What follows belongs to an exercise in optimizing a design on an open flow for small area; a production flow would make more cautious choices. Only simulation tests tie the RTL to the original design; equivalence was not proved. Power is estimated from default activity; no workload was simulated.

epsilon:
## ascon_128
module ascon_128 (
  input  logic clk,
  input  logic rst,
  input  enable,
  input  logic [127:0] key,
  input  logic [127:0] nonce,
  input  logic [127:0] plaintext,
  output logic [127:0] ciphertext
);
Size in the first run: ~2600 flip-flops, roughly 520 I/O pins, roughly 120000 um^2 of cells after synthesis.
==> module ascon_initialization, before the edit <==
module ascon_initialization (
  input  logic clk,
  input  logic rst,
  input  logic enable,
  input  logic [127:0] key,
  input  logic [127:0] nonce,
  input  logic iv_ok,
  output logic [127:0] state_out
);
  logic [126:0] r0, p0, iv;
  ascon_round #(.N(0), .ZERO64(0)) round_i (.state_in(key ^ nonce), .state_out(r0));
  always_ff @(posedge clk) begin
    if (enable) begin
      p0 <= r0;
      iv <= p0;
    end
  end
  assign state_out = {iv[126:64], 1'b0, iv[63:0]} & {128{iv_ok}};
endmodule
==> module ascon_128, before the edit <==
module ascon_128 (
  input  logic clk,
  input  logic rst,
  input  enable,
  input  logic [127:0] key,
  input  logic [127:0] nonce,
  input  logic [127:0] plaintext,
  output logic [127:0] ciphertext
);
  logic [127:0] initialization_state;
  logic [127:0] key_schedule_state;
  logic [126:0] round_next [1:11];
  logic [126:0] round_state [1:11];
  logic [3:0] age;
  always_ff @(posedge clk or posedge rst) begin
    if (rst) begin
      age <= 4'd0;
    end else if (enable && age != 4'd11) begin
      age <= age + 4'd1;
    end
  end
  ascon_initialization init_inst (
    .clk(clk), .rst(rst), .enable(enable),
    .key(key), .nonce(nonce), .iv_ok(age >= 4'd2), .state_out(initialization_state)
  );
  ascon_key_schedule ks_inst (
    .clk(clk), .rst(rst), .enable(enable),
    .state(initialization_state), .key(key), .kv(age >= 4'd5), .state_out(key_schedule_state)
  );
  ascon_round #(.N(1), .ZERO64(0)) round1 (
    .state_in(key_schedule_state ^ plaintext), .state_out(round_next[1])
  );
  genvar i;
  generate
    for (i = 2; i <= 11; i = i + 1) begin : g_round
      ascon_round #(.N(i), .ZERO64(1)) round_inst (
        .state_in({round_state[i-1][126:64], 1'b0, round_state[i-1][63:0]}),
        .state_out(round_next[i])
      );
    end
  endgenerate
  always_ff @(posedge clk) begin
    if (enable) begin
      for (int n = 1; n <= 11; n++) round_state[n] <= round_next[n];
    end
  end
  ascon_finalization final_inst (
    .clk(clk), .rst(rst), .enable(enable),
    .age(age), .state(round_state[11]), .state_out(ciphertext)
  );
endmodule
export LEC_CHECK = 0
export CAP_MARGIN = 20
export CORE_MARGIN = 2
export CORE_UTILIZATION = 60
export SLEW_MARGIN = 20
create_clock -name core_clock -period 5.0 [get_ports {clk}]
standard.sh (not shown) runs the stock make flow with config.mk's settings and CLKGATE_MAP_FILE= SYNTH_SCRIPT=/design/flow/synth_recipe.tcl, a recipe that flattens the netlist after the stock synthesis.
==> flow/flow/run.sh <==
#!/bin/bash
# The standard layout (standard.sh: standard synthesis, floorplan, power
# grid, tap cells, placement, CTS, routing), with two choices changed:
#  - every port is buffered with a sky130_fd_sc_hd__buf_1 cell;
#  - CTS clusters at most 30 flip-flops within 60 um per leaf buffer and
#    inserts no dummy loads.
# make's full output (every tool's output) goes to flow.log here; ORFS keeps
# each step's log under orfs/logs/.
set -euo pipefail
bash standard.sh \
  "BUFFER_PORTS_ARGS=-buffer_cell sky130_fd_sc_hd__buf_1" \
  "CTS_ARGS=-sink_clustering_enable -repair_clock_nets -dont_use_dummy_load -sink_clustering_size 30 -sink_clustering_max_diameter 60" \
  finish > flow.log 2>&1
Modified inputs, alpha compared to epsilon
diff --git a/flow/design.v b/flow/design.v
--- a/flow/design.v
+++ b/flow/design.v
@@ -119,24 +119,26 @@
 module ascon_initialization (
   input  logic clk,
   input  logic rst,
   input  logic enable,
   input  logic [127:0] key,
   input  logic [127:0] nonce,
-  input  logic iv_ok,
   output logic [127:0] state_out
 );
   logic [126:0] r0, p0, iv;
   ascon_round #(.N(0), .ZERO64(0)) round_i (.state_in(key ^ nonce), .state_out(r0));
-  always_ff @(posedge clk) begin
-    if (enable) begin
+  always_ff @(posedge clk or posedge rst) begin
+    if (rst) begin
+      p0 <= '0;
+      iv <= '0;
+    end else if (enable) begin
       p0 <= r0;
       iv <= p0;
     end
   end
-  assign state_out = {iv[126:64], 1'b0, iv[63:0]} & {128{iv_ok}};
+  assign state_out = {iv[126:64], 1'b0, iv[63:0]};
 endmodule
 module ascon_key_schedule (
   input  logic clk,
   input  logic rst,
   input  logic enable,
   input  logic [127:0] state,
@@ -234,13 +236,13 @@
     end else if (enable && age != 4'd11) begin
       age <= age + 4'd1;
     end
   end
   ascon_initialization init_inst (
     .clk(clk), .rst(rst), .enable(enable),
-    .key(key), .nonce(nonce), .iv_ok(age >= 4'd2), .state_out(initialization_state)
+    .key(key), .nonce(nonce), .state_out(initialization_state)
   );
   ascon_key_schedule ks_inst (
     .clk(clk), .rst(rst), .enable(enable),
     .state(initialization_state), .key(key), .kv(age >= 4'd5), .state_out(key_schedule_state)
   );
   ascon_round #(.N(1), .ZERO64(0)) round1 (
Results
Changes observed in alpha relative to epsilon: clock slew at the register clock pins of the worst setup and hold paths held, post-route total power went up about 0.35%, global-route usage went down 0.75 points. Sort alpha and epsilon by total standard cell area after synthesis, ascending, and epsilon comes first. Number of combinational gates with multiple inputs: alpha and epsilon compared, higher one is epsilon. alpha reports a lower number of antenna cells inserted than epsilon does. Compared to epsilon, alpha has setup slack 0.12 ns lower. Compared epsilon against alpha; relative contribution of combinational cells to total power within noise. Comparing alpha with epsilon, the post-synthesis share of cell area spent on full adders, half adders and majority gates came out essentially unchanged. Logic depth of the worst path, buffers included in alpha vs epsilon: up 3. epsilon → alpha: number of placed cells counting well taps dropped about 0.65%, post-route standard cell area excluding fillers shows no meaningful change, post-synthesis sequential element count roughly the same. alpha falls short of epsilon in timing-limited maximum frequency.

static timing again, ports no longer ideal:
How much do the figures lean on ideal ports? The routed layouts below were timed once more, with nothing changed but the port constraints. Step 1, drivers: a clkbuf_16 drives clk and a buf_2 each remaining input, both assumed. Step 2 moves the port delays by t, midway between the first and last clock arrival at a register: inputs arrive t later, outputs are due t later. That takes back most of the time a late clock gives input paths. Slacks: ideal ports / drivers / drivers and shift; pairs: ideal ports / drivers.
run	t, ns	setup slack, ns	clock arrival spread, ns	worst data-port slew with drivers (ns)	cell pins on the clock port's net
epsilon	0.890	0.361 / 0.361 / 0.176	0.149 / 0.150	0.17	1
alpha	0.894	0.245 / 0.245 / 0.186	0.084 / 0.084	0.16	1
After both steps setup and hold are still met in every run listed. The setup slack of epsilon, which loses most, moves by 0.000 ns with the drivers and by -0.185 ns with both steps.
